Background: an optimization exercise with open tools, aiming at small area, a short achievable clock period and few clock cycles. Do not read the settings as production practice. At most, simulation tests tie the RTL to the original design; equivalence was not proved. Power figures rest on the tool's default switching activity, not on a simulated workload.

Setup of build 89:
==> module arbiter, before the edit <==
module arbiter (
	input        clk,
	input        reset,
	input  [3:0] req,
	input        ack,           
	output [3:0] gnt
	);
	reg [1:0] last;             
	reg [3:0] b0, b1, b2, b3;
	always @(*) begin
	  case (last)
	    2'd0:    begin b0 = 4'b1110; b1 = 4'b0000; b2 = 4'b0010; b3 = 4'b0110; end  
	    2'd1:    begin b0 = 4'b1100; b1 = 4'b1101; b2 = 4'b0000; b3 = 4'b0100; end  
	    2'd2:    begin b0 = 4'b1000; b1 = 4'b1001; b2 = 4'b1011; b3 = 4'b0000; end  
	    default: begin b0 = 4'b0000; b1 = 4'b0001; b2 = 4'b0011; b3 = 4'b0111; end  
	  endcase
	end
	assign gnt[0] = req[0] & ~|(req & b0);
	assign gnt[1] = req[1] & ~|(req & b1);
	assign gnt[2] = req[2] & ~|(req & b2);
	assign gnt[3] = req[3] & ~|(req & b3);
	always @(posedge clk) begin
	  if (reset)
	    last <= 2'd3;
	  else if (ack && |gnt)
	    last <= {gnt[3] | gnt[2], gnt[3] | gnt[1]};
	end
endmodule
Settings: LEC_CHECK=0, CAP_MARGIN=20, CELL_PAD_IN_SITES_DETAIL_PLACEMENT=1, CORE_AREA=5 5 295 295, DIE_AREA=0 0 300 300, PLACE_DENSITY=0.35, SETUP_SLACK_MARGIN=1.5, SLEW_MARGIN=20, SYNTH_HIERARCHICAL=1, SYNTH_MINIMUM_KEEP_SIZE=0; clock period 6.0 ns.
standard.sh (not shown) runs the stock make flow with config.mk's settings and CLKGATE_MAP_FILE= SYNTH_SCRIPT=/design/flow/synth_recipe.tcl, a recipe that flattens the netlist after the stock synthesis.
==> flow/flow/run.sh <==
#!/bin/bash
# Standard ORFS layout; the only change is the cell used for the port
# buffers (a plain buffer instead of the delay cell buffer_ports picks).
set -euo pipefail
BUF=${PORT_BUF:-sky130_fd_sc_hd__buf_1}
bash standard.sh "BUFFER_PORTS_ARGS=-buffer_cell $BUF" finish > flow_make.log 2>&1
Relative to build 89, the following input files were edited for trial 15:
--- a/flow/design.v
+++ b/flow/design.v
@@ -4,26 +4,25 @@
 	input  [3:0] req,
 	input        ack,           
 	output [3:0] gnt
 	);
-	reg [1:0] last;             
-	reg [3:0] b0, b1, b2, b3;
-	always @(*) begin
-	  case (last)
-	    2'd0:    begin b0 = 4'b1110; b1 = 4'b0000; b2 = 4'b0010; b3 = 4'b0110; end  
-	    2'd1:    begin b0 = 4'b1100; b1 = 4'b1101; b2 = 4'b0000; b3 = 4'b0100; end  
-	    2'd2:    begin b0 = 4'b1000; b1 = 4'b1001; b2 = 4'b1011; b3 = 4'b0000; end  
-	    default: begin b0 = 4'b0000; b1 = 4'b0001; b2 = 4'b0011; b3 = 4'b0111; end  
-	  endcase
-	end
-	assign gnt[0] = req[0] & ~|(req & b0);
-	assign gnt[1] = req[1] & ~|(req & b1);
-	assign gnt[2] = req[2] & ~|(req & b2);
-	assign gnt[3] = req[3] & ~|(req & b3);
+	reg  [1:0] last;            
+	wire [3:0] e = 4'b0001 << last;
+	genvar m;
+	generate
+	  for (m = 0; m < 4; m = m + 1) begin : gm
+	    wire p1 = ~e[(m + 3) % 4];
+	    wire p2 = e[m] | e[(m + 1) % 4];
+	    wire p3 = e[m];
+	    assign gnt[m] = req[m] & ~((req[(m + 3) % 4] & p1) |
+	                               (req[(m + 2) % 4] & p2) |
+	                               (req[(m + 1) % 4] & p3));
+	  end
+	endgenerate
 	always @(posedge clk) begin
 	  if (reset)
 	    last <= 2'd3;
-	  else if (ack && |gnt)
+	  else if (ack && |req)
 	    last <= {gnt[3] | gnt[2], gnt[3] | gnt[1]};
 	end
 endmodule
 module crossbar (
Trial 15 went all the way through the flow, and no timing, DRC or antenna check failed. Between trial 15 and build 89, it is trial 15 whose first-pass detailed-route iteration total is higher, by 1. Diff build 89 -> trial 15: post-route cell area moved down, reported net switching power moved down, portion of the clock cycle consumed by the worst path in the final layout moved down, wire length of the first global-routing pass moved down. In the tables for build 89 and trial 15, mean number of vias per cell reads higher with build 89. Trial 15 vs. build 89: relative area change from synthesis to final layout fell 4.6 points; clock period minus worst slack fell 83 ps; power fell about 1.6%. The run with more setup slack is trial 15; build 89 has less. Comparing build 89 and trial 15, the higher starting utilization of the core area was measured on build 89.
Testbench counts of trial 15, summed over its fixed seeds: cycles 3,369.
For build 89, only the layout was checked, not whether the RTL still works.

* * *

Another version of the RTL of crossbar (not shown whole).
For scale: roughly 12 flip-flops, roughly 0.0093 mm^2 of cells after synthesis.
==> module arbiter, before the edit <==
module arbiter (
	input        clk,
	input        reset,
	input  [3:0] req,
	input        ack,           
	output [3:0] gnt,
	output [3:0] gnt_a,
	output [3:0] gnt_w
	);
	reg  [1:0] last;            
	wire [3:0] e  = 4'b0001 << last;
	wire [3:0] p1 = ~{e[2], e[1], e[0], e[3]};
	wire [3:0] p2 = e | {e[0], e[3], e[2], e[1]};
	wire [3:0] p3 = e;
	rr_grant u0 (.req(req), .p1(p1), .p2(p2), .p3(p3), .gnt(gnt));
	rr_grant u1 (.req(req), .p1(p1), .p2(p2), .p3(p3), .gnt(gnt_a));
	rr_grant u2 (.req(req), .p1(p1), .p2(p2), .p3(p3), .gnt(gnt_w));
	always @(posedge clk) begin
	  if (reset)
	    last <= 2'd3;
	  else if (ack && |req)
	    last <= {gnt[3] | gnt[2], gnt[3] | gnt[1]};
	end
endmodule
==> module crossbar, before the edit <==
module crossbar (
	input clk,                                        
	input reset,                                      
	input  master_0_req,				  
	output master_0_ack,                              
	input  master_0_cmd,				  
	output master_0_resp,                             
	input  [31:0] master_0_addr,                      
	input  [31:0] master_0_wdata,                     
	output [31:0] master_0_rdata,                     
	input  master_1_req,				
	output master_1_ack,
	input  master_1_cmd,				
	output master_1_resp,
	input  [31:0] master_1_addr,
	input  [31:0] master_1_wdata,
	output [31:0] master_1_rdata,
	input  master_2_req,
	output master_2_ack,
	input  master_2_cmd,
	output master_2_resp,
	input  [31:0] master_2_addr,
	input  [31:0] master_2_wdata,
	output [31:0] master_2_rdata,
	input  master_3_req,
	output master_3_ack,
	input  master_3_cmd,
	output master_3_resp,
	input  [31:0] master_3_addr,
	input  [31:0] master_3_wdata,
	output [31:0] master_3_rdata,
	output slave_0_req,
	input  slave_0_ack,
	output slave_0_cmd,
	input  slave_0_resp,
	input  [31:0] slave_0_rdata,
	output [31:0] slave_0_wdata,
	output [31:0] slave_0_addr,
	output slave_1_req,
	input  slave_1_ack,
	output slave_1_cmd,
	input  slave_1_resp,
	input  [31:0] slave_1_rdata,
	output [31:0] slave_1_wdata,
	output [31:0] slave_1_addr,
	output slave_2_req,
	input  slave_2_ack,
	output slave_2_cmd,
	input  slave_2_resp,
	input  [31:0] slave_2_rdata,
	output [31:0] slave_2_wdata,
	output [31:0] slave_2_addr,
	output slave_3_req,
	input  slave_3_ack,
	output slave_3_cmd,
	input  slave_3_resp,
	input  [31:0] slave_3_rdata,
	output [31:0] slave_3_wdata,
	output [31:0] slave_3_addr
	);
	wire [3:0]  m_req   = {master_3_req, master_2_req, master_1_req, master_0_req};
	wire [3:0]  m_cmd   = {master_3_cmd, master_2_cmd, master_1_cmd, master_0_cmd};
	wire [31:0] m_addr [0:3];
	wire [31:0] m_wdata[0:3];
	assign m_addr[0] = master_0_addr;  assign m_wdata[0] = master_0_wdata;
	assign m_addr[1] = master_1_addr;  assign m_wdata[1] = master_1_wdata;
	assign m_addr[2] = master_2_addr;  assign m_wdata[2] = master_2_wdata;
	assign m_addr[3] = master_3_addr;  assign m_wdata[3] = master_3_wdata;
	wire [3:0]  s_ack   = {slave_3_ack, slave_2_ack, slave_1_ack, slave_0_ack};
	wire [3:0]  s_resp  = {slave_3_resp, slave_2_resp, slave_1_resp, slave_0_resp};
	wire [31:0] s_rdata[0:3];
	assign s_rdata[0] = slave_0_rdata;
	assign s_rdata[1] = slave_1_rdata;
	assign s_rdata[2] = slave_2_rdata;
	assign s_rdata[3] = slave_3_rdata;
	wire [3:0] sel [0:3];
	genvar s, m, b;
	generate
	  for (m = 0; m < 4; m = m + 1) begin : md
	    assign sel[m] = 4'b0001 << m_addr[m][31:30];
	  end
	endgenerate
	wire [3:0] r [0:3];
	wire [3:0] g [0:3];
	wire [3:0] ga [0:3];           
	wire [3:0] gw [0:3];           
	generate
	  for (s = 0; s < 4; s = s + 1) begin : sl
	    for (m = 0; m < 4; m = m + 1) begin : ms
	      assign r[s][m] = m_req[m] & sel[m][s];
	    end
	    arbiter arb (
	      .clk(clk), .reset(reset),
	      .req(r[s]), .ack(s_ack[s]), .gnt(g[s]), .gnt_a(ga[s]), .gnt_w(gw[s])
	    );
	  end
	endgenerate
	wire [3:0]  sl_req, sl_cmd;
	wire [31:0] sl_addr [0:3];
	wire [31:0] sl_wdata[0:3];
	generate
	  for (s = 0; s < 4; s = s + 1) begin : so
	    assign sl_req[s] = |r[s];
	    assign sl_cmd[s] = |(g[s] & m_cmd);
	    assign sl_addr[s][31:30] = sl_req[s] ? s : 2'b00;
	    for (b = 0; b < 30; b = b + 1) begin : ab
	      andor4 u (.g(ga[s]), .d({m_addr[3][b], m_addr[2][b], m_addr[1][b], m_addr[0][b]}), .y(sl_addr[s][b]));
	    end
	    for (b = 0; b < 32; b = b + 1) begin : wb
	      andor4 u (.g(gw[s]), .d({m_wdata[3][b], m_wdata[2][b], m_wdata[1][b], m_wdata[0][b]}), .y(sl_wdata[s][b]));
	    end
	  end
	endgenerate
	assign slave_0_req = sl_req[0]; assign slave_0_cmd = sl_cmd[0];
	assign slave_1_req = sl_req[1]; assign slave_1_cmd = sl_cmd[1];
	assign slave_2_req = sl_req[2]; assign slave_2_cmd = sl_cmd[2];
	assign slave_3_req = sl_req[3]; assign slave_3_cmd = sl_cmd[3];
	assign slave_0_addr = sl_addr[0]; assign slave_0_wdata = sl_wdata[0];
	assign slave_1_addr = sl_addr[1]; assign slave_1_wdata = sl_wdata[1];
	assign slave_2_addr = sl_addr[2]; assign slave_2_wdata = sl_wdata[2];
	assign slave_3_addr = sl_addr[3]; assign slave_3_wdata = sl_wdata[3];
	wire [3:0] m_ack;
	generate
	  for (m = 0; m < 4; m = m + 1) begin : ma
	    assign m_ack[m] = (g[0][m] & s_ack[0]) | (g[1][m] & s_ack[1])
	                    | (g[2][m] & s_ack[2]) | (g[3][m] & s_ack[3]);
	  end
	endgenerate
	assign master_0_ack = m_ack[0];
	assign master_1_ack = m_ack[1];
	assign master_2_ack = m_ack[2];
	assign master_3_ack = m_ack[3];
	reg  [3:0]  rpend;
	wire [3:0]  rv   [0:3];
	wire [31:0] m_rdata[0:3];
	always @(posedge clk) begin
	  if (reset)
	    rpend <= 4'b0000;
	  else
	    rpend <= m_ack & ~m_cmd;
	end
	generate
	  for (m = 0; m < 4; m = m + 1) begin : mr
	    assign rv[m] = sel[m] & s_resp & {4{rpend[m]}};
	    for (b = 0; b < 32; b = b + 1) begin : rb
	      andor4 u (.g(rv[m]), .d({s_rdata[3][b], s_rdata[2][b], s_rdata[1][b], s_rdata[0][b]}), .y(m_rdata[m][b]));
	    end
	  end
	endgenerate
	assign master_0_resp = |rv[0]; assign master_0_rdata = m_rdata[0];
	assign master_1_resp = |rv[1]; assign master_1_rdata = m_rdata[1];
	assign master_2_resp = |rv[2]; assign master_2_rdata = m_rdata[2];
	assign master_3_resp = |rv[3]; assign master_3_rdata = m_rdata[3];
endmodule
export LEC_CHECK = 0
export CAP_MARGIN = 20
export CELL_PAD_IN_SITES_DETAIL_PLACEMENT = 1
export CORE_AREA = 5 5 295 295
export CTS_BUF_LIST = sky130_fd_sc_hd__clkbuf_4 sky130_fd_sc_hd__clkbuf_8
export DIE_AREA = 0 0 300 300
export PLACE_DENSITY = 0.35
export SETUP_SLACK_MARGIN = 1.5
export SLEW_MARGIN = 20
export SYNTH_HIERARCHICAL = 1
export SYNTH_MINIMUM_KEEP_SIZE = 0
create_clock -name core_clock -period 6.0 [get_ports {clk}]
Scripts as last shown in full above: flow/flow/run.sh
The first run finished with timing, DRC and antenna clean.
Rerun with:
--- a/flow/design.v
+++ b/flow/design.v
@@ -2,20 +2,18 @@
 	input        clk,
 	input        reset,
 	input  [3:0] req,
 	input        ack,           
 	output [3:0] gnt,
-	output [3:0] gnt_a,
 	output [3:0] gnt_w
 	);
 	reg  [1:0] last;            
 	wire [3:0] e  = 4'b0001 << last;
 	wire [3:0] p1 = ~{e[2], e[1], e[0], e[3]};
 	wire [3:0] p2 = e | {e[0], e[3], e[2], e[1]};
 	wire [3:0] p3 = e;
 	rr_grant u0 (.req(req), .p1(p1), .p2(p2), .p3(p3), .gnt(gnt));
-	rr_grant u1 (.req(req), .p1(p1), .p2(p2), .p3(p3), .gnt(gnt_a));
 	rr_grant u2 (.req(req), .p1(p1), .p2(p2), .p3(p3), .gnt(gnt_w));
 	always @(posedge clk) begin
 	  if (reset)
 	    last <= 2'd3;
 	  else if (ack && |req)
@@ -120,20 +118,19 @@
 	    assign sel[m] = 4'b0001 << m_addr[m][31:30];
 	  end
 	endgenerate
 	wire [3:0] r [0:3];
 	wire [3:0] g [0:3];
-	wire [3:0] ga [0:3];           
 	wire [3:0] gw [0:3];           
 	generate
 	  for (s = 0; s < 4; s = s + 1) begin : sl
 	    for (m = 0; m < 4; m = m + 1) begin : ms
 	      assign r[s][m] = m_req[m] & sel[m][s];
 	    end
 	    arbiter arb (
 	      .clk(clk), .reset(reset),
-	      .req(r[s]), .ack(s_ack[s]), .gnt(g[s]), .gnt_a(ga[s]), .gnt_w(gw[s])
+	      .req(r[s]), .ack(s_ack[s]), .gnt(g[s]), .gnt_w(gw[s])
 	    );
 	  end
 	endgenerate
 	wire [3:0]  sl_req, sl_cmd;
 	wire [31:0] sl_addr [0:3];
@@ -142,11 +139,11 @@
 	  for (s = 0; s < 4; s = s + 1) begin : so
 	    assign sl_req[s] = |r[s];
 	    assign sl_cmd[s] = |(g[s] & m_cmd);
 	    assign sl_addr[s][31:30] = sl_req[s] ? s : 2'b00;
 	    for (b = 0; b < 30; b = b + 1) begin : ab
-	      andor4 u (.g(ga[s]), .d({m_addr[3][b], m_addr[2][b], m_addr[1][b], m_addr[0][b]}), .y(sl_addr[s][b]));
+	      andor4 u (.g(g[s]), .d({m_addr[3][b], m_addr[2][b], m_addr[1][b], m_addr[0][b]}), .y(sl_addr[s][b]));
 	    end
 	    for (b = 0; b < 32; b = b + 1) begin : wb
 	      andor4 u (.g(gw[s]), .d({m_wdata[3][b], m_wdata[2][b], m_wdata[1][b], m_wdata[0][b]}), .y(sl_wdata[s][b]));
 	    end
 	  end
Effect: The changed run finished with timing, DRC and antenna clean; core utilization drops by 0.34 points; sequential power goes down slightly; final cell count fell slightly; worst setup slack improves by 25 ps; power went down slightly; design area decreases by a few percent; flip-flop and latch count is unchanged; global-route usage came out higher by 0.32 points; synthesized area came out lower by a few percent; wire length came out higher by a few percent; first-iteration DRC count climbs by roughly a tenth; worst hold slack is worse by 3.5 ps; maximum frequency climbs slightly; die area does not change.
No run of this note included a check of the RTL's function; only the layout flow was run.

==> afterwards: timing with drivers on the ports <==
The results above use ideal ports. As a check the final layouts listed here were re-extracted and re-timed, cells and wires unchanged. Step 1 assumes that a clkbuf_16 drives the clock port and a buf_2 every other input. Step 2 times the ports against the registers' clock, not the clock port: input delays grow and output delays shrink by t, the midpoint of the rising clock arrivals with the driver on. Slacks: ideal / step 1 / step 2; pairs: ideal / step 1.
| run | shift t [ns] | setup slack, ns | hold slack, ns | worst setup path at the end | worst slew at a driven data input, ns |
|---|---|---|---|---|---|
| build 89 | 0.270 | 1.466 / 1.396 / 1.396 | 0.591 / 0.591 / 0.591 | input to output | 0.19 |
| trial 15 | 0.273 | 1.549 / 1.457 / 1.457 | 0.604 / 0.604 / 0.604 | input to output | 0.16 |
| the first run of note 2 | 0.281 | 1.495 / 1.388 / 1.388 | 0.568 / 0.568 / 0.568 | input to output | 0.18 |
| the second run of note 2 | 0.295 | 1.520 / 1.406 / 1.406 | 0.565 / 0.565 / 0.565 | input to output | 0.17 |
After both steps setup and hold are still met in every run listed. The setup slack of the second run of note 2, which loses most, moves by -0.114 ns with the drivers and by -0.114 ns with both steps.
